This design comes from an exercise in tuning for small area on the open sky130 flow, not from production work.
Where RTL was checked, it was by simulation tests only, not by an equivalence proof against the original.
The RTL of runs 2 to 4 was laid out without a check of its function.
No activity file was given, so power comes from the tool's default toggle rates.

## flow/flow/run.sh

```bash
#!/bin/bash
# Own layout flow: the standard flow (standard.sh), with these changes:
#  - the port buffers are buf_1 cells;
#  - clock tree synthesis uses clkbuf_4 cells, large sink clusters and no
#    dummy loads.
# make's output goes to standard_flow.log; ORFS keeps each step's log
# under orfs/logs.
set -euo pipefail
here=$PWD
rm -rf scripts_local
cp -r "$FLOW_HOME/scripts" scripts_local
cp flow/abc_area.script scripts_local/abc_area.script
export SCRIPTS_DIR=$here/scripts_local
export BUFFER_PORTS_ARGS="-buffer_cell sky130_fd_sc_hd__buf_1"
export CTS_ARGS="-sink_clustering_enable -repair_clock_nets -dont_use_dummy_load -root_buf sky130_fd_sc_hd__clkbuf_4 -buf_list sky130_fd_sc_hd__clkbuf_4 -sink_clustering_size 40 -sink_clustering_max_diameter 200"
bash standard.sh ADDER_MAP_FILE= finish > standard_flow.log 2>&1
```

## flow/flow/abc_area.script

```
strash
ifraig
dc2
strash
&get -n
&st
&dch
&nf -a -R 1000
&put
```

## flow/standard.sh

```bash
#!/bin/bash
# synth_recipe.tcl (not shown) runs the flow's synth.tcl, then flattens the netlist and writes it again
# the make line also repeats each setting of config.mk as NAME=value (left out here)
make -C /OpenROAD-flow-scripts/flow DESIGN_CONFIG=/design/flow/config.mk WORK_HOME=/design/flow/orfs CLKGATE_MAP_FILE= SYNTH_SCRIPT=/design/flow/synth_recipe.tcl "${@:-finish}"
```

## flow/config.mk

```make
export PLATFORM = sky130hd
export DESIGN_NAME = i2c_control
export DESIGN_NICKNAME = i2c_control
export VERILOG_FILES = /design/flow/design.v
export SDC_FILE = /design/flow/constraint.sdc
export NUM_CORES = 4
export LEC_CHECK = 0
export ABC_AREA = 1
export CAP_MARGIN = 20
export CORE_MARGIN = 2
export CORE_UTILIZATION = 45
export SLEW_MARGIN = 20
```

## flow/constraint.sdc

```tcl
create_clock -name core_clock -period 10.0 [get_ports {Clk}]
set_input_delay 2.0000 -clock core_clock [delete_from_list [all_inputs] [get_ports {Clk}]]
set_output_delay 2.0000 -clock core_clock [all_outputs]
set_load 0.01 [all_outputs]
```

## flow/design.v

```verilog
module i2c_bit_shift(
	Clk,
	ld,
	tick,
	pre,
	post
);
	input Clk;
	input ld;
	output tick;
	output pre;
	output post;
	reg [4:0] D;
	assign tick = (D == 5'b11111);
	assign pre = (D == 5'b01111);
	assign post = (D == 5'b11110);
	always @(posedge Clk)
		if (ld)
			D <= 5'b01111;
		else
			D <= {D[3:0], D[4] ^ D[2]};
endmodule
module i2c_control(
	Clk,
	Rst_n,
	wrreg_req,
	rdreg_req,
	addr,
	addr_mode,
	wrdata,
	rddata,
	device_id,
	RW_Done,
	ack,
	i2c_sclk,
	i2c_sdat_i,
	i2c_sdat_pull
);
	input Clk;
	input Rst_n;
	input wrreg_req;
	input rdreg_req;
	input [15:0]addr;
	input addr_mode;
	input [7:0]wrdata;
	output reg[7:0]rddata;
	input [7:0]device_id;
	output RW_Done;
	output reg ack;
	output i2c_sclk;
	input i2c_sdat_i;
	output reg i2c_sdat_pull;
	reg [2:0] b;
	reg rd;
	reg [3:0] s;
	reg [1:0] q;
	reg [7:0] sr;
	wire tick, pre, post;
	wire idle = (!b[2] && !b[1] && !b[0]);
	wire fin = (b[2] && b[1]);
	wire act = (!b[2] && b[1]) || (b[2] && !b[1]) || (b[0]);
	wire start_ok = idle || (fin && tick);
	wire req = wrreg_req || rdreg_req;
	wire start = start_ok && req;
	wire dslot = s[3];
	wire gap = !s[3] && ((!s[2] && s[1]));
	wire gaph = !s[3] && ((s[1] && !s[0]));
	wire gapl = !s[3] && ((!s[2] && s[1] && s[0]));
	wire s_sta = !s[3] && ((s[2]));
	wire s_sto = !s[3] && ((!s[1] && s[0]));
	wire s_ack = !s[3] && ((!s[1] && !s[0]));
	wire isB0 = (!b[2] && !b[1]);
	wire isB4 = (b[2] && b[0]);
	wire has_sta = (!b[2] && !b[1]) || (b[2] && !b[0] && rd);
	wire has_sto = (b[2] && b[0]) || (b[2] && !rd);
	wire sel_dev = (!b[2] && !b[1]) || (b[2] && rd);
	wire wr_last = (b[2] && !rd);
	wire dev_or1 = (b[2]);
	wire capture = (b[2] && b[1] && rd);
	wire addr_hi = (!b[2] && !b[0] && addr_mode) || (b[1] && b[0] && !addr_mode);
	wire addr_lo = (!b[2] && !b[0] && !addr_mode) || (b[1] && b[0] && addr_mode);
	wire q0 = (!q[1] && !q[0]);
	wire q2 = (q[1] && !q[0]);
	wire q3 = (q[1] && q[0]);
	wire q_odd = (q[0]);
	wire q_hi = (q[1]);
	wire t = tick && !gap;             
	wire slot_end = t && q3;
	wire gap_end = tick && gap && act;    
	wire gap1 = act && gap && post;    
	wire gap2 = gap && pre;            
	assign RW_Done = fin && tick;
	assign i2c_sclk = q_hi || gaph || (isB0 && s_sta);
	i2c_bit_shift i2c_bit_shift(
		.Clk(Clk),
		.ld(start_ok || gap1),
		.tick(tick),
		.pre(pre),
		.post(post)
	);
	always @(posedge Clk or negedge Rst_n)
	if (!Rst_n) begin
		b <= 3'd0;
		s <= 4'd2;
		q <= 2'd0;
	end
	else begin
		if (start_ok)
			b <= req ? 3'd1 : 3'd0;
		else if (gap1)
			case (b)
				3'd1: b <= 3'd2;
				3'd2: b <= addr_mode ? 3'd3 : 3'd4;
				3'd3: b <= 3'd4;
				3'd4: b <= rd ? 3'd5 : 3'd6;
				default: b <= 3'd6;
			endcase
		if (t) begin
			q[1] <= (!q[1] && q[0]) || (q[1] && !q[0]);
			q[0] <= (!q[0]);
		end
		if (gap_end)
			s <= has_sta ? 4'd7 : 4'd8;
		else if (slot_end) begin
			if (dslot)
				s <= (s[2:0] == 3'd7) ? 4'd0 : {1'b1, s[2:0] + 3'd1};
			else if (s_ack)
				s <= has_sto ? 4'd1 : 4'd3;
			else if (s_sto)
				s <= 4'd2;
			else
				s <= 4'd8;
		end
	end
	always @(posedge Clk)
		if (start)
			rd <= !wrreg_req;
	wire ld_dev = gap2 && sel_dev;
	wire ld_hi  = gap2 && addr_hi;
	wire ld_lo  = gap2 && addr_lo;
	wire ld_wr  = gap2 && wr_last;
	wire shift  = t && q2 && (dslot || (s_ack && !isB4));
	wire hold   = !gap2 && !shift;
	wire sh_in  = (dslot && !isB4) ? sr[7] : i2c_sdat_i;
	wire [7:0] dev = device_id | {7'd0, dev_or1};
	always @(posedge Clk)
		sr <= ({8{ld_dev}} & dev) | ({8{ld_hi}} & addr[15:8]) | ({8{ld_lo}} & addr[7:0]) |
		      ({8{ld_wr}} & wrdata) | ({8{shift}} & {sr[6:0], sh_in}) | ({8{hold}} & sr);
	always @(posedge Clk or negedge Rst_n)
	if (!Rst_n) begin
		i2c_sdat_pull <= 1'b0;
		ack <= 1'b0;
		rddata <= 8'd0;
	end
	else begin
		if (gapl && post)
			i2c_sdat_pull <= !sr[1];
		else if (t && q0 && dslot)
			i2c_sdat_pull <= !sr[7] && !isB4;
		else if (t && !q_odd && !dslot)
			i2c_sdat_pull <= q_hi ? s_sta : s_sto;
		if (start_ok)
			ack <= 1'b0;
		else if (gap1 && !isB4)
			ack <= ack | sr[0];
		if (capture && gap2)
			rddata <= sr;
	end
endmodule
```

==> results.sh, run 1 <==
export IMPL_status="finished clean"
export IMPL_grt_max_degree=20
export IMPL_finalCriticalPeriod_ps=3480
export IMPL_wire_per_inst_um=14.8
export IMPL_hold_start="rddata[1]"
export IMPL_cp_start_kind="register"
export IMPL_nets=256
export IMPL_worstHoldEndpoint="rddata[1]"
export IMPL_yosys_area_share_simple_pct=20.2
export IMPL_die_area_um2=3980
export IMPL_synth_seq_cells=33
export IMPL_clock_latency_ps=320
export IMPL_die_y_um=63.1
export IMPL_timing_final_ws_setup_ps=6520
export IMPL_port_buffer_count=49
export IMPL_required_ps=8000
export IMPL_crit_path_end_kind="primary output"
export IMPL_timing_final_crit_share_pct=34.8
export IMPL_rr_worst_depth=7
export IMPL_timing_rr_start="s[3]"
export IMPL_area_growth_synth_to_final_pct=17.8
export IMPL_synthMostInstantiatedCell="nand2_1"
export IMPL_die_w_um=63.1
export IMPL_slew_headroom_pct=32.8
export IMPL_start_util_pct=47.1
export IMPL_synth_xor_area_share_pct=1.67
export IMPL_reg2reg_to="sr[3]"
export IMPL_dp_hpwl_um=2950
export IMPL_antenna_found_initial=0
export IMPL_holdPathStages=1
export IMPL_cts_resized=0
export IMPL_ys_flop_type="dfrtp_1"
export IMPL_cts_hold_buf=0
export IMPL_htreeDepth=2
export IMPL_grt_pass1_vias=1384
export IMPL_yosysWarningCount=2
export IMPL_async_reset_ff_share_pct=57.6
export IMPL_setup_viol=0
export IMPL_cts_buffers=5
export IMPL_place_ws_ps=6530
export IMPL_yosys_top_cells_count="nand2_1, dfrtp_1, nor2_1, a222oi_1, dfxtp_1"
export IMPL_fmax_mhz=287
export IMPL_rsz0062_at_grt="false"
export IMPL_yosys_area_top_type="dfrtp_1"
export IMPL_grt_pass1_wl_um=6380
export IMPL_ir_drop_mv=0.119
export IMPL_finalPower_mw=0.493
export IMPL_synth_nets=200
export IMPL_antenna_left=0
export IMPL_synth_edf_count=1
export IMPL_drtIter0Drc=173
export IMPL_seq_area_um2=767
export IMPL_finalHoldViolations=0
export IMPL_clkTransAtPathRegs_ps=90
export IMPL_cts_sinks=33
export IMPL_crit_fanout=10
export IMPL_wl_um=3870
export IMPL_ys_seq_area_share_pct=48.8
export IMPL_globalRouteTotalUtil_pct=20.3
export IMPL_multi_input_area_um2=785
export IMPL_power_density_nw_per_um2=266
export IMPL_avgSynthCellArea_um2=9.69
export IMPL_synth_cell_types=34
export IMPL_ys_top_cells_by_area="dfrtp_1, dfxtp_1, a222oi_1"
export IMPL_synthCells=162
export IMPL_tns_ps=0
export IMPL_synth_top_area_share_pct=28.7
export IMPL_syn_area_um2=1570
export IMPL_tightest_slew_ps=1010
export IMPL_path_class="register to primary output"
export IMPL_r2r_setup_slack_ps=7500
export IMPL_core_area_um2=3340
export IMPL_diodes=0
export IMPL_clockRootBuffer="clkbuf_4"
export IMPL_drv_slew=0
export IMPL_ios=50
export IMPL_cts_setup_buffers=0
export IMPL_cellLeakagePower_nw=0.747
export IMPL_synthMuxAreaShare_pct=5.74
export IMPL_cts_buffer_depth=2
export IMPL_synth_compound_area_share_pct=22.4
export IMPL_post_route_util_pct=55.5
export IMPL_fillers=338
export IMPL_drive_gt1_share_pct=3.24
export IMPL_synthAdderAreaFrac_pct=0
export IMPL_overflow=0
export IMPL_critical_path_arrival_ps=1480
export IMPL_num_rows=21
export IMPL_cts_tree="yes"
export IMPL_remaining_drc_errors=0
export IMPL_place_congestion=0.832
export IMPL_synth_top_family_by_area="compound AO/OA/AOI/OAI gates"
export IMPL_dr_pass1_iters=6
export IMPL_via_per_inst=5.82
export IMPL_via_count=1524
export IMPL_maxCapViolCount=0
export IMPL_skew_ps=8.98
export IMPL_hold_path_class="register to register"
## registers in the layout (all words and copies together), names as in the netlist
name             cells
i2c_bit_shift.D      5
i2c_sdat_pull        1
s                    4
q                    2
rddata               8
b                    3
ack                  1
sr                   8
rd                   1
## routing by layer
metal  part of all wire [%]  routed length (um)  track usage (%)
met1                     45                1730             26.9
met2                     48                1870             32.2
met3                    5.7                 220             5.36
met4                    1.1                  42             6.67
met5                      0                   0                0
## how the worst max path moves through the flow
stage	startpoint	end	cells past startpoint
2_1_floorplan	addr_mode	sr[0]	4
3_3_place_gp	addr_mode	sr[0]	5
3_5_place_dp	addr_mode	sr[0]	5
4_1_cts	s[3]	i2c_sclk	4
5_1_grt	s[3]	i2c_sclk	4
6_report	s[3]	i2c_sclk	4
## through the flow
step / instance area, um2 / hold slack [ps] / std cells
6_report: 1850 / 493 / 262
5_1_grt: 1850 / 512 / 262
4_1_cts: 1850 / 497 / 262
3_5_place_dp: 1810 / 478 / 257
3_3_place_gp: 1810 / 454 / 257
2_1_floorplan: 1570 / 439 / 162
## where the power goes
part / internal [mW] / total (mW) / switching [mW] / leakage [nW]
Combinational: 0.0917 / 0.196 / 0.105 / 0.359
Clock: 0.0234 / 0.0620 / 0.0385 / 0.0230
Sequential: 0.181 / 0.235 / 0.0538 / 0.364
## layout by cell type (no fill, tap or decap), types with 3 or more instances in the layout
master,synthesis,final
nor2_1,17,17
clkinv_1,5,5
o22a_1,4,4
or3_1,5,5
o21ai_0,4,4
mux2_1,8,8
nor3_1,5,5
dfxtp_1,13,13
nand3_1,7,7
a222oi_1,15,15
a31oi_1,3,3
nor2b_1,4,4
buf_1,0,48
clkbuf_4,0,5
dfrtp_1,18,18
a21oi_1,8,8
nand2_1,21,21
## critical path, stage by stage (launching register included)
cell      delay (ps)
dfrtp_1          520
clkinv_1         230
a31oi_1          190
o21ai_0           90
buf_1            140
## cells by family (layout without fill, tap and decap cells)
group | after synthesis | in the layout
multiplexers | 8 | 8
buffers and inverters | 5 | 59
AO/OA/AOI/OAI | 45 | 45
AND/OR/NAND/NOR | 68 | 68
flip-flops | 33 | 33
XOR/XNOR | 3 | 3
## cell type report
class	count	share of cell area (%)
Clock buffer	5	2.03
Timing Repair Buffer	49	10.0
Tap cell	46	3.11
Inverter	5	1.01
Sequential cell	33	41.4
Multi-Input combinational cell	124	42.4
==> run 2, diff against run 1 <==
--- a/flow/design.v
+++ b/flow/design.v
@@ -69,16 +69,15 @@
 	wire s_sta = !s[3] && ((s[2]));
 	wire s_sto = !s[3] && ((!s[1] && s[0]));
 	wire s_ack = !s[3] && ((!s[1] && !s[0]));
-	wire isB0 = (!b[2] && !b[1]);
+	wire isB0 = (!b[2] && !b[1] && b[0]);
 	wire isB4 = (b[2] && b[0]);
-	wire has_sta = (!b[2] && !b[1]) || (b[2] && !b[0] && rd);
-	wire has_sto = (b[2] && b[0]) || (b[2] && !rd);
-	wire sel_dev = (!b[2] && !b[1]) || (b[2] && rd);
-	wire wr_last = (b[2] && !rd);
-	wire dev_or1 = (b[2]);
+	wire has_sta = (!b[2] && !b[1] && b[0]) || (b[2] && !b[1] && !b[0] && rd);
+	wire has_sto = (b[2] && !b[1] && !rd) || (b[2] && b[0]);
+	wire wr_last = (b[2] && !b[1] && !b[0] && !rd);
+	wire dev_or1 = (b[2] && !b[1] && !b[0]);
 	wire capture = (b[2] && b[1] && rd);
-	wire addr_hi = (!b[2] && !b[0] && addr_mode) || (b[1] && b[0] && !addr_mode);
-	wire addr_lo = (!b[2] && !b[0] && !addr_mode) || (b[1] && b[0] && addr_mode);
+	wire addr_hi = (!b[2] && b[1] && !b[0] && addr_mode) || (b[1] && b[0] && !addr_mode);
+	wire addr_lo = (!b[2] && b[1] && !b[0] && !addr_mode) || (b[1] && b[0] && addr_mode);
 	wire q0 = (!q[1] && !q[0]);
 	wire q2 = (q[1] && !q[0]);
 	wire q3 = (q[1] && q[0]);
@@ -86,14 +85,14 @@
 	wire q_hi = (q[1]);
 	wire t = tick && !gap;             
 	wire slot_end = t && q3;
-	wire gap_end = tick && gap && act;    
+	wire gap_end = tick && gap && act;
 	wire gap1 = act && gap && post;    
 	wire gap2 = gap && pre;            
 	assign RW_Done = fin && tick;
 	assign i2c_sclk = q_hi || gaph || (isB0 && s_sta);
 	i2c_bit_shift i2c_bit_shift(
 		.Clk(Clk),
-		.ld(start_ok || gap1),
+		.ld(start || gap1),
 		.tick(tick),
 		.pre(pre),
 		.post(post)
@@ -135,7 +134,7 @@
 	always @(posedge Clk)
 		if (start)
 			rd <= !wrreg_req;
-	wire ld_dev = gap2 && sel_dev;
+	wire ld_dev = gap2 && has_sta;
 	wire ld_hi  = gap2 && addr_hi;
 	wire ld_lo  = gap2 && addr_lo;
 	wire ld_wr  = gap2 && wr_last;
--- a/flow/flow/run.sh
+++ b/flow/flow/run.sh
@@ -13,4 +13,4 @@
 export SCRIPTS_DIR=$here/scripts_local
 export BUFFER_PORTS_ARGS="-buffer_cell sky130_fd_sc_hd__buf_1"
 export CTS_ARGS="-sink_clustering_enable -repair_clock_nets -dont_use_dummy_load -root_buf sky130_fd_sc_hd__clkbuf_4 -buf_list sky130_fd_sc_hd__clkbuf_4 -sink_clustering_size 40 -sink_clustering_max_diameter 200"
-bash standard.sh ADDER_MAP_FILE= finish > standard_flow.log 2>&1
+bash standard.sh > standard_flow.log 2>&1
==> flow/flow/abc_area.script (replaced) <==
strash
ifraig
scorr
dc2
strash
&get -n
&st
&dch
&nf -a -R 1000
&put
mfs3 -a
--- a/flow/config.mk
+++ b/flow/config.mk
@@ -8,5 +8,5 @@
 export ABC_AREA = 1
 export CAP_MARGIN = 20
 export CORE_MARGIN = 2
-export CORE_UTILIZATION = 45
+export CORE_UTILIZATION = 70
 export SLEW_MARGIN = 20
==> run 2 against run 1 <==
Against the previous run:
- critical endpoint unchanged
- area after synthesis rose by 11%
- non-clock buffer count stayed put
- synthesized cell count increased by 14%
- fmax fell by 7.6%
- critical path type unchanged
- global-route usage grew 11 points
- final cell count up 2.3%
- first-iteration DRC count is 16% lower
- sequential power rose by 3%
- combinational power increased by 3%
- total power grew 2.5%
- clock power is 1% higher
- sequential share of layout area down 3.3 points
- largest cell class unchanged
==> results.sh, run 2 <==
export IMPL_nets=290
export IMPL_holdPathStages=1
export IMPL_via_count=1710
export IMPL_hold_ws_ps=478
export IMPL_grt_max_degree=20
export IMPL_status="finished clean"
export IMPL_dp_hpwl_um=3200
export IMPL_slowest_delay_ps=550
export IMPL_hold_path_class="register to register"
export IMPL_core_area_um2=2430
export IMPL_synth_nets=234
export IMPL_synth_seq_cells=33
export IMPL_htreeDepth=2
export IMPL_cp_start_kind="register"
export IMPL_place_inst=263
export IMPL_yosys_top_cells_count="nand2_1, dfrtp_1, a222oi_1, clkinv_1, nor2_1"
export IMPL_internal_power_mw=0.294
export IMPL_crit_path_cell_trace="clkinv_1 > ha_1 > a31oi_1 > o21ai_0 > buf_1"
export IMPL_power_frac_seq_pct=47.8
export IMPL_cts_resized=0
export IMPL_rr_worst_depth=7
export IMPL_maxCapViolCount=0
export IMPL_antenna_left=0
export IMPL_cp_slowest_cell="dfrtp_1"
export IMPL_finalPower_mw=0.505
export IMPL_die_w_um=54.0
export IMPL_p_sw_mw=0.211
export IMPL_antenna_found_initial=0
export IMPL_cts_tree="yes"
export IMPL_reg_largest_list="rddata: 8 flops, sr: 8 flops, i2c_bit_shift.D: 5 flops"
export IMPL_syn_area_um2=1750
export IMPL_tns_ps=0
export IMPL_post_route_util_pct=82.7
export IMPL_timing_final_crit_share_pct=37.7
export IMPL_path_depth=5
export IMPL_finalCriticalPeriod_ps=3770
export IMPL_slew_headroom_pct=33.4
export IMPL_remaining_drc_errors=0
export IMPL_comb_power_share_pct=39.7
export IMPL_crit_fanout=10
export IMPL_drv_slew=0
export IMPL_wire_per_inst_um=15.9
export IMPL_crit_path_end_kind="primary output"
export IMPL_rsz0062_at_grt="false"
export IMPL_async_reset_ff_share_pct=57.6
export IMPL_timing_final_ws_setup_ps=6230
export IMPL_die_y_um=54.0
export IMPL_synthCells=184
export IMPL_fillers=159
export IMPL_overflow=0
export IMPL_clkTransAtPathRegs_ps=90
export IMPL_ys_top_cells_by_area="dfrtp_1, dfxtp_1, a222oi_1"
export IMPL_via_per_inst=6.38
export IMPL_post_route_cell_area_um2=2010
export IMPL_synthMostInstantiatedCell="nand2_1"
export IMPL_cp_num_buf_inv=2
export IMPL_die_area_um2=2920
export IMPL_globalRouteTotalUtil_pct=31.2
export IMPL_synth_cell_types=31
export IMPL_place_congestion=0.908
export IMPL_netSwitchingFraction_pct=41.8
export IMPL_ys_seq_area_share_pct=43.8
export IMPL_ys_flop_type="dfrtp_1"
export IMPL_start_util_pct=72.0
export IMPL_yosys_area_top_type="dfrtp_1"
export IMPL_power_density_nw_per_um2=251
export IMPL_synth_top_area_share_pct=25.7
export IMPL_skew_ps=13.0
export IMPL_grt_pass1_vias=1562
export IMPL_tightest_slew_ps=992
export IMPL_cellLeakagePower_nw=0.867
export IMPL_avgSynthCellArea_um2=9.51
export IMPL_drtIter0Drc=145
export IMPL_clockRootBuffer="clkbuf_4"
export IMPL_dr_pass1_iters=7
export IMPL_cts_setup_buffers=0
export IMPL_path_class="register to primary output"
export IMPL_cts_buffer_depth=2
export IMPL_required_ps=8000
export IMPL_final_common_cell="buf_1"
export IMPL_r2r_setup_slack_ps=6850
export IMPL_num_rows=18
export IMPL_ir_drop_mv=0.228
export IMPL_synth_edf_count=1
export IMPL_cts_sinks=33
export IMPL_drive_gt1_share_pct=2.94
export IMPL_seq_area_um2=767
export IMPL_clock_latency_ps=330
export IMPL_dpl_cell_area_um2=1970
export IMPL_grt_pass1_wl_um=6540
export IMPL_area_growth_synth_to_final_pct=14.9
export IMPL_mostFrequentLayoutCells="buf_1, nand2_1, dfrtp_1"
export IMPL_setup_viol=0
export IMPL_wl_um=4250
export IMPL_yosysWarningCount=2
export IMPL_fmax_mhz=265
export IMPL_place_ws_ps=6040
export IMPL_finalHoldViolations=0
export IMPL_cts_hold_buf=0
export IMPL_stdcell_count=268
export IMPL_diodes=0
export IMPL_port_buffer_count=49
export IMPL_p_clk_share_pct=12.4
export IMPL_critPathTopFamily="flip-flops"
export IMPL_critical_path_arrival_ps=1770
export IMPL_ios=50
export IMPL_multi_input_area_um2=927
export IMPL_cts_buffers=5
-- run 2: cell count changes in the layout (fill, tap and decap cells not counted), sizes merged, moves of 4 or more --
cell	previous run	this run
o22a	4	0
clkinv	5	15
a221oi	0	4
nand2	21	25
ha	0	12
and3	0	4
-- run 2: worst paths after layout --
kind,from,endpoint
min in group asynchronous,Rst_n,rddata[7]
hold reg to reg,i2c_bit_shift.D[0],i2c_bit_shift.D[1]
max in group asynchronous,Rst_n,s[1]
setup reg to reg,s[1],sr[1]
hold / removal,i2c_bit_shift.D[0],i2c_bit_shift.D[1]
setup / recovery,b[2],i2c_sclk
-- run 2: power by group through the flow --
stage	Clock (mW)	Sequential, mW	Combinational (mW)
detailed placement	0	0.241	0.195
floorplan	0	0.226	0.148
CTS	0.0640	0.239	0.198
finish	0.0628	0.242	0.201
global placement	0	0.238	0.182
global route	0.0697	0.248	0.226
-- run 2: per-layer routing --
| metal | up-vias | wire length (um) | global-route usage [%] | share of wire, % |
|---|---|---|---|---|
| met5 | - | 0 | 0 | 0 |
| met2 | 103 | 2120 | 49.2 | 50 |
| met1 | 798 | 1710 | 39.8 | 40 |
| li1 | 801 | - | - | - |
| met3 | 8 | 386 | 9.17 | 9.1 |
| met4 | 0 | 34 | 12.9 | 0.80 |
-- run 2: area by class of cell --
cell class / instances / area share (%)
tap: 30 / 1.87
clock buffer: 5 / 1.87
inverter: 15 / 2.80
timing repair buffer: 49 / 9.21
sequential: 33 / 38.1
multi-input combinational: 136 / 46.1
-- run 2: cell families after synthesis --
family	share of synthesized area, %
AO/OA/AOI/OAI	22.4
adder cells (fa/ha/maj)	8.58
multiplexers	5.15
flip-flops	43.8
buffers and inverters	3.22
XOR/XNOR	1.00
AND/OR/NAND/NOR	15.9
==> run 3, diff against run 2 <==
==> flow/flow/run.sh (replaced) <==
#!/bin/bash
set -euo pipefail
here=$PWD
rm -rf scripts_local
cp -r "$FLOW_HOME/scripts" scripts_local
cp flow/abc_area.script scripts_local/abc_area.script
export SCRIPTS_DIR=$here/scripts_local
export BUFFER_PORTS_ARGS="-buffer_cell sky130_fd_sc_hd__buf_1"
bash standard.sh > standard_flow.log 2>&1
==> run 3 against run 2 <==
Against the previous run:
- clock power up 15%
- final cell count up 1.1%
- area after synthesis unchanged
- global-route usage up 0.23 points
- register-to-register slack about the same
- first-iteration DRC count down 22%
- clock skew down 9.5 ps
- still clean
- critical path type unchanged
- clock-buffer cell count up 2
==> results.sh, run 3 <==
export IMPL_path_depth=5
export IMPL_path_class="register to primary output"
export IMPL_htreeDepth=2
export IMPL_synthMostInstantiatedCell="nand2_1"
export IMPL_wl_um=4230
export IMPL_maxCapViolCount=0
export IMPL_slowest_delay_ps=550
export IMPL_rr_worst_depth=7
export IMPL_synth_edf_count=1
export IMPL_die_w_um=54.0
export IMPL_async_reset_ff_share_pct=57.6
export IMPL_via_count=1754
export IMPL_dp_hpwl_um=3200
export IMPL_hold_path_class="register to register"
export IMPL_yosysWarningCount=2
export IMPL_die_y_um=54.0
export IMPL_holdPathStages=1
export IMPL_cts_resized=0
export IMPL_cp_num_buf_inv=2
export IMPL_antenna_found_initial=0
export IMPL_yosys_top_cells_count="nand2_1, dfrtp_1, a222oi_1, clkinv_1, nor2_1"
export IMPL_fmax_mhz=264
export IMPL_place_congestion=0.908
export IMPL_num_rows=18
export IMPL_synthCells=184
export IMPL_cts_setup_buffers=0
export IMPL_clockRootBuffer="clkbuf_4"
export IMPL_synth_nets=234
export IMPL_hold_ws_ps=480
export IMPL_cts_tree="yes"
export IMPL_status="finished clean"
export IMPL_diodes=0
export IMPL_skew_ps=3.49
export IMPL_setup_viol=0
export IMPL_finalHoldViolations=0
export IMPL_r2r_setup_slack_ps=6840
export IMPL_grt_pass1_wl_um=6560
export IMPL_crit_path_cell_trace="clkinv_1 > ha_1 > a31oi_1 > o21ai_0 > buf_1"
export IMPL_start_util_pct=72.0
export IMPL_finalCriticalPeriod_ps=3790
export IMPL_mostFrequentLayoutCells="buf_1, nand2_1, dfrtp_1"
export IMPL_crit_fanout=10
export IMPL_reg_largest_list="rddata: 8 flops, sr: 8 flops, i2c_bit_shift.D: 5 flops"
export IMPL_ios=50
export IMPL_drv_slew=0
export IMPL_synth_seq_cells=33
export IMPL_final_common_cell="buf_1"
export IMPL_cts_sinks=33
export IMPL_yosys_area_top_type="dfrtp_1"
export IMPL_timing_final_crit_share_pct=37.9
export IMPL_synth_cell_types=31
export IMPL_die_area_um2=2920
export IMPL_grt_pass1_vias=1533
export IMPL_place_ws_ps=6040
export IMPL_cp_start_kind="register"
export IMPL_cts_hold_buf=0
export IMPL_tns_ps=0
export IMPL_via_per_inst=6.47
export IMPL_clkTransAtPathRegs_ps=100
export IMPL_antenna_left=0
export IMPL_slew_headroom_pct=33.8
export IMPL_cp_slowest_cell="dfrtp_1"
export IMPL_rsz0062_at_grt="false"
export IMPL_critical_path_arrival_ps=1790
export IMPL_synth_top_area_share_pct=25.7
export IMPL_drive_gt1_share_pct=3.32
export IMPL_cellLeakagePower_nw=0.873
export IMPL_cts_buffer_depth=2
export IMPL_overflow=0
export IMPL_remaining_drc_errors=0
export IMPL_ir_drop_mv=0.246
export IMPL_critPathTopFamily="flip-flops"
export IMPL_clock_latency_ps=340
export IMPL_power_density_nw_per_um2=254
export IMPL_wire_per_inst_um=15.6
export IMPL_ys_seq_area_share_pct=43.8
export IMPL_dr_pass1_iters=8
export IMPL_ys_top_cells_by_area="dfrtp_1, dfxtp_1, a222oi_1"
export IMPL_crit_path_end_kind="primary output"
export IMPL_tightest_slew_ps=988
export IMPL_core_area_um2=2430
export IMPL_area_growth_synth_to_final_pct=15.6
export IMPL_avgSynthCellArea_um2=9.51
export IMPL_drtIter0Drc=113
export IMPL_globalRouteTotalUtil_pct=31.4
export IMPL_cts_buffers=5
export IMPL_nets=290
export IMPL_port_buffer_count=49
export IMPL_timing_final_ws_setup_ps=6210
export IMPL_required_ps=8000
export IMPL_grt_max_degree=20
export IMPL_syn_area_um2=1750
export IMPL_ys_flop_type="dfrtp_1"
[run 3: cell counts after synthesis]
No cell type changed its count.
[run 3: worst register-to-register path, cell delays in order, from the launching register on]
cell and delay (ps):
dfstp_2 580, clkinv_1 120, nor3_1 400, nand3_1 240, a211oi_1 820, a211oi_1 350, a222oi_1 450, nand2_1 80
[run 3: layout make-up]
cell class | instances | area [um2]
clock buffer | 7 | 45.0
tap | 30 | 37.5
fill | 158 | 409
multi-input combinational | 136 | 927
inverter | 15 | 56.3
sequential | 33 | 767
clock inverter | 1 | 5.00
timing repair buffer | 49 | 185
[run 3: logic make-up (layout without fill, tap and decap cells)]
| group | Yosys count | after routing | synth area share (%) |
|---|---|---|---|
| muxes | 8 | 8 | 5.15 |
| DFF | 33 | 33 | 43.8 |
| adders and majority gates | 12 | 12 | 8.58 |
| and+or+nand+nor | 62 | 62 | 15.9 |
| AOI/OAI and AO/OA | 52 | 52 | 22.4 |
| buffers and inverters | 15 | 72 | 3.22 |
| xor gates and xnor gates | 2 | 2 | 1.00 |
[run 3: stage by stage]
step           power [mW]  instance area [um2]  util (%)  instances
2_1_floorplan       0.374                 1750         -        184
3_3_place_gp        0.420                 1970      81.1        263
3_5_place_dp        0.436                 1970      81.1        263
4_1_cts             0.509                 2020      83.1        271
5_1_grt             0.552                 2020      83.2        271
6_report            0.513                 2020      83.2        271
[run 3: power by group]
group | total [mW] | leakage (nW) | internal [mW] | switching (mW)
combinational | 0.199 | 0.478 | 0.0868 | 0.112
sequential | 0.242 | 0.366 | 0.183 | 0.0582
clock | 0.0724 | 0.0293 | 0.0274 | 0.0450
[run 3: path summary, 6_finish.rpt]
kind,start,end
max,b[2],i2c_sclk
min in group asynchronous,Rst_n,q[0]
max in group asynchronous,Rst_n,s[1]
max reg2reg,s[1],sr[1]
min reg2reg,i2c_bit_shift.D[0],i2c_bit_shift.D[1]
min,i2c_bit_shift.D[0],i2c_bit_shift.D[1]
[run 3: routing by layer]
layer	GRT usage, %	part of all wire [%]	wire length [um]
met1	40.9	42	1770
met2	49.2	49	2060
met3	6.67	7.9	335
met4	15.8	1.5	65
met5	0	0	0
==> run 4, diff against run 3 <==
==> flow/design.v (replaced) <==
module i2c_bit_shift(
	Clk,
	ld,
	tick,
	pre,
	post
);
	input Clk;
	input ld;
	output tick;
	output pre;
	output post;
	reg [4:0] D;
	assign tick = (D == 5'b11111);
	assign pre = (D == 5'b01111);
	assign post = (D == 5'b11110);
	always @(posedge Clk)
		if (ld)
			D <= 5'b01111;
		else
			D <= {D[3:0], D[4] ^ D[2]};
endmodule
module i2c_control(
	Clk,
	Rst_n,
	wrreg_req,
	rdreg_req,
	addr,
	addr_mode,
	wrdata,
	rddata,
	device_id,
	RW_Done,
	ack,
	i2c_sclk,
	i2c_sdat_i,
	i2c_sdat_pull
);
	input Clk;
	input Rst_n;
	input wrreg_req;
	input rdreg_req;
	input [15:0]addr;
	input addr_mode;
	input [7:0]wrdata;
	output reg[7:0]rddata;
	input [7:0]device_id;
	output RW_Done;
	output reg ack;
	output reg i2c_sclk;
	input i2c_sdat_i;
	output reg i2c_sdat_pull;
	localparam
		IDLE = 3'd0,
		B0   = 3'd1,    
		B1   = 3'd2,    
		B2   = 3'd3,    
		B3   = 3'd4,    
		B4   = 3'd5,    
		FIN  = 3'd6;
	localparam
		S_ACK = 4'd0,
		S_STO = 4'd1,
		S_GAP = 4'd2,
		S_STA = 4'd7,
		S_D1  = 4'd8;
	reg [2:0] b;
	reg rd;
	reg [3:0] s;
	reg [1:0] q;
	reg [7:0] sr;
	wire tick, pre, post;
	wire idle = (b == IDLE);
	wire fin = (b == FIN);
	wire act = !idle && !fin;
	wire start_ok = idle || (fin && tick);
	wire req = wrreg_req || rdreg_req;
	wire start = start_ok && req;
	wire dslot = s[3];
	wire gap = !s[3] && s[1] && !s[0];
	wire s_sta = !s[3] && s[2];
	wire s_sto = !s[3] && !s[1] && s[0];
	wire s_ack = !s[3] && !s[1] && !s[0];
	wire isB0 = (b == B0);
	wire isB1 = (b == B1);
	wire isB2 = (b == B2);
	wire isB3 = (b == B3);
	wire isB4 = (b == B4);
	wire has_sta = isB0 || (isB3 && rd);
	wire has_sto = (isB3 && !rd) || isB4;
	wire t = tick && !gap;             
	wire slot_end = t && q[1] && q[0];
	wire gap_end = tick && gap && act;
	wire gap1 = act && gap && post;    
	wire gap2 = gap && pre;            
	assign RW_Done = fin && tick;
	i2c_bit_shift i2c_bit_shift(
		.Clk(Clk),
		.ld(start || gap1),
		.tick(tick),
		.pre(pre),
		.post(post)
	);
	always @(posedge Clk or negedge Rst_n)
	if (!Rst_n) begin
		b <= IDLE;
		s <= S_GAP;
		q <= 2'd0;
	end
	else begin
		if (start_ok)
			b <= req ? B0 : IDLE;
		else if (gap1)
			case (b)
				B0: b <= B1;
				B1: b <= addr_mode ? B2 : B3;
				B2: b <= B3;
				B3: b <= rd ? B4 : FIN;
				default: b <= FIN;
			endcase
		q[0] <= q[0] ^ t;
		q[1] <= q[1] ^ (t && q[0]);
		if (gap_end)
			s <= has_sta ? S_STA : S_D1;
		else if (slot_end && s_ack && !has_sto)
			s <= S_GAP;
		else if (slot_end)
			s <= s + 4'd1;
	end
	always @(posedge Clk)
		if (start)
			rd <= !wrreg_req;
	wire ld_dev = gap2 && has_sta;
	wire ld_hi  = gap2 && ((isB1 && addr_mode) || (isB2 && !addr_mode));
	wire ld_lo  = gap2 && ((isB1 && !addr_mode) || (isB2 && addr_mode));
	wire ld_wr  = gap2 && isB3 && !rd;
	wire shift  = t && q[1] && !q[0] && (dslot || (s_ack && !isB4));
	wire hold   = !gap2 && !shift;
	wire sh_in  = (dslot && !isB4) ? sr[7] : i2c_sdat_i;
	wire [7:0] dev = device_id | {7'd0, isB3};
	always @(posedge Clk)
		sr <= ({8{ld_dev}} & dev) | ({8{ld_hi}} & addr[15:8]) | ({8{ld_lo}} & addr[7:0]) |
		      ({8{ld_wr}} & wrdata) | ({8{shift}} & {sr[6:0], sh_in}) | ({8{hold}} & sr);
	always @(posedge Clk or negedge Rst_n)
	if (!Rst_n) begin
		i2c_sclk <= 1'b1;
		i2c_sdat_pull <= 1'b0;
		ack <= 1'b0;
		rddata <= 8'd0;
	end
	else begin
		if (t && q[0])
			i2c_sclk <= !q[1] || s_sto;
		if (gap1)
			i2c_sdat_pull <= !sr[1] && !has_sto;
		else if (t && !q[0] && dslot && !q[1] && !isB4)
			i2c_sdat_pull <= !sr[7];
		else if (t && !q[0] && !dslot && (s_sta || s_sto))
			i2c_sdat_pull <= q[1] ? s_sta : s_sto;
		else if (t && !q[0] && !q[1] && s_ack)
			i2c_sdat_pull <= 1'b0;
		if (start_ok)
			ack <= 1'b0;
		else if (gap1 && !isB4)
			ack <= ack | sr[0];
		if (fin && gap2 && rd)
			rddata <= sr;
	end
endmodule
--- a/flow/config.mk
+++ b/flow/config.mk
@@ -8,5 +8,5 @@
 export ABC_AREA = 1
 export CAP_MARGIN = 20
 export CORE_MARGIN = 2
-export CORE_UTILIZATION = 70
+export CORE_UTILIZATION = 40
 export SLEW_MARGIN = 20
==> run 4 against run 3 <==
Against the previous run:
- still clean
- total power down 0.42%
- design area about the same
- sequential share of layout area up 1.3 points
- critical endpoint is now sr[0]
- largest power group unchanged
==> results.sh, run 4 <==
export IMPL_status="finished clean"
export IMPL_skew_ps=3.15
export IMPL_drtIter0Drc=136
export IMPL_die_w_um=68.1
export IMPL_place_congestion=0.847
export IMPL_yosys_top_cells_count="nand2_1, dfrtp_1, nor2_1, dfxtp_1, o21ai_0"
export IMPL_ir_drop_mv=0.121
export IMPL_hold_path_class="register to register"
export IMPL_yosysWarningCount=2
export IMPL_required_ps=10220
export IMPL_cp_start_kind="primary input"
export IMPL_cts_hold_buf=0
export IMPL_crit_fanout=8
export IMPL_wire_per_inst_um=13.9
export IMPL_grt_max_degree=14
export IMPL_die_y_um=68.1
export IMPL_cts_tree="yes"
export IMPL_globalRouteTotalUtil_pct=17.7
export IMPL_ys_seq_area_share_pct=48.3
export IMPL_timing_rr_start="s[1]"
export IMPL_tns_ps=0
export IMPL_mostFrequentLayoutCells="buf_1, nand2_1, nor2_1, dfrtp_1, dfxtp_1"
export IMPL_cts_resized=0
export IMPL_finalHoldViolations=0
export IMPL_cts_buffer_depth=2
export IMPL_via_count=1563
export IMPL_hold_start="rddata[1]"
export IMPL_synth_nets=217
export IMPL_async_reset_ff_share_pct=58.8
export IMPL_num_rows=23
export IMPL_slew_headroom_pct=37.6
export IMPL_synthMostInstantiatedCell="nand2_1"
export IMPL_yosys_area_top_type="dfrtp_1"
export IMPL_htreeDepth=2
export IMPL_tightest_slew_ps=929
export IMPL_area_growth_synth_to_final_pct=23.3
export IMPL_crit_path_end_kind="register"
export IMPL_grt_pass1_wl_um=6150
export IMPL_synth_top_area_share_pct=27.4
export IMPL_overflow=0
export IMPL_power_density_nw_per_um2=252
export IMPL_critical_path_arrival_ps=3700
export IMPL_crit_start="addr_mode"
export IMPL_finalCriticalPeriod_ps=3470
export IMPL_grt_pass1_vias=1345
export IMPL_diodes=0
export IMPL_synth_edf_count=1
export IMPL_timing_final_crit_share_pct=34.7
export IMPL_port_buffer_count=49
export IMPL_wl_um=3970
export IMPL_cts_sinks=34
export IMPL_clkTransAtPathRegs_ps=70
export IMPL_cts_buffers=5
export IMPL_setup_viol=0
export IMPL_dp_hpwl_um=3090
export IMPL_drive_gt1_share_pct=5.51
export IMPL_rsz0062_at_grt="false"
export IMPL_synthCells=176
export IMPL_clockRootBuffer="clkbuf_8"
export IMPL_via_per_inst=5.47
export IMPL_cellLeakagePower_nw=0.833
export IMPL_dpl_cell_area_um2=1910
export IMPL_core_area_um2=3970
export IMPL_maxCapViolCount=0
export IMPL_clock_latency_ps=280
export IMPL_seq_area_um2=793
export IMPL_path_class="primary input to register"
export IMPL_fillers=383
export IMPL_remaining_drc_errors=0
export IMPL_post_route_cell_area_um2=2020
export IMPL_nets=276
export IMPL_finalPower_mw=0.511
export IMPL_start_util_pct=41.3
export IMPL_synth_seq_cells=34
export IMPL_antenna_found_initial=0
export IMPL_place_ws_ps=6320
export IMPL_reg_largest_list="rddata: 8 flops, sr: 8 flops, i2c_bit_shift.D: 5 flops"
export IMPL_synth_cell_types=34
export IMPL_drv_slew=0
export IMPL_die_area_um2=4630
export IMPL_multi_input_area_um2=818
export IMPL_timing_final_ws_setup_ps=6530
export IMPL_syn_area_um2=1640
export IMPL_ys_flop_type="dfrtp_1"
export IMPL_dr_pass1_iters=7
export IMPL_final_common_cell="buf_1"
export IMPL_ys_top_cells_by_area="dfrtp_1, dfxtp_1, mux2_1"
export IMPL_ios=50
export IMPL_avgSynthCellArea_um2=9.33
export IMPL_antenna_left=0
export IMPL_cts_setup_buffers=0
export IMPL_fmax_mhz=288
run 4: cell types whose count changed after synthesis, sizes merged, moves of 4 or more:
cell | previous run | this run
ha | 12 | 3
a22oi | 2 | 7
a221oi | 4 | 0
nand3 | 4 | 10
o21ai | 6 | 12
a222oi | 15 | 8
nor3 | 4 | 9
clkinv | 15 | 8
run 4: area by class of cell:
type	count	area share, %
Clock buffer	8	5.44
Inverter	8	1.48
Multi-Input combinational cell	134	40.4
Sequential cell	34	39.2
Tap cell	50	3.09
Timing Repair Buffer	52	10.4
run 4: cell families after synthesis:
logic type      count (synthesis)  synth area share, %
simple gates                   77                 22.1
compound gates                 43                 18.2
buf+inv                         8                 1.83
xor+xnor                        2                 1.07
fa+ha+maj                       3                 2.29
mux                             9                 6.17
flops                          34                 48.3
run 4: metrics by stage:
step,std cells,utilization [%],hold slack [ps]
after CTS,286,51.0,486
final,286,51.0,483
after global routing,286,51.0,508
after global placement,277,47.9,467
after detailed placement,278,48.2,470
after floorplan,176,-,430
run 4: worst max-delay path: stages:
cell     delay, ps
buf_1           80
nand2_1         50
nor3_1          80
a31oi_1        230
nand2_1         80
nor3_1         770
a22oi_1        200
nand2_1        100
a221o_1        100
run 4: power by group:
group / internal [mW] / switching [mW] / leakage, nW
clock network: 0.0695 / 0.0462 / 0.0575
registers: 0.190 / 0.0550 / 0.381
logic: 0.0668 / 0.0837 / 0.395
run 4: metal layers:
layer | GRT usage [%] | wire length (um) | part of all wire, %
met5 | 0 | 0 | 0
met4 | 4.00 | 50 | 1.3
met3 | 4.77 | 155 | 3.9
met2 | 27.5 | 1880 | 47
met1 | 24.7 | 1880 | 47
run 4: path summary, 6_finish.rpt:
path                             end  slack (ps)  cells past startpoint
max                            sr[0]        6530                      9
min                        rddata[1]         480                      1
max reg2reg                    sr[0]        7630                      6
min reg2reg                rddata[1]         480                      1
max in group asynchronous  rddata[3]        7910                      2
min in group asynchronous       s[2]        1630                      1

==> separate check: timing with driven ports <==
How much do the figures lean on ideal ports? The routed layouts below were timed once more, with nothing changed but the port constraints.
Step 1, drivers: a clkbuf_16 drives Clk and a buf_2 each remaining input, both assumed.
Step 2 adds t to the input delays and takes it off the output delays; t is the mean of the earliest and latest rising clock arrival at the registers after step 1. Input paths then give back, and output paths get back, about the clock's delay inside the block.
Slacks: ideal ports / drivers / drivers and shift; pairs: ideal ports / drivers.
run	t (ns)	setup slack, ns	slew at the worst register clock pin (ns)
run 1	0.343	6.516 / 6.492 / 6.509	0.09 / 0.09
run 2	0.346	6.228 / 6.207 / 5.965	0.09 / 0.09
run 3	0.362	6.206 / 6.184 / 5.953	0.10 / 0.10
run 4	0.301	6.528 / 6.535 / 6.233	0.07 / 0.07
After both steps setup and hold are still met in every run listed. The setup slack of run 4, which loses most, moves by +0.007 ns with the drivers and by -0.295 ns with both steps.
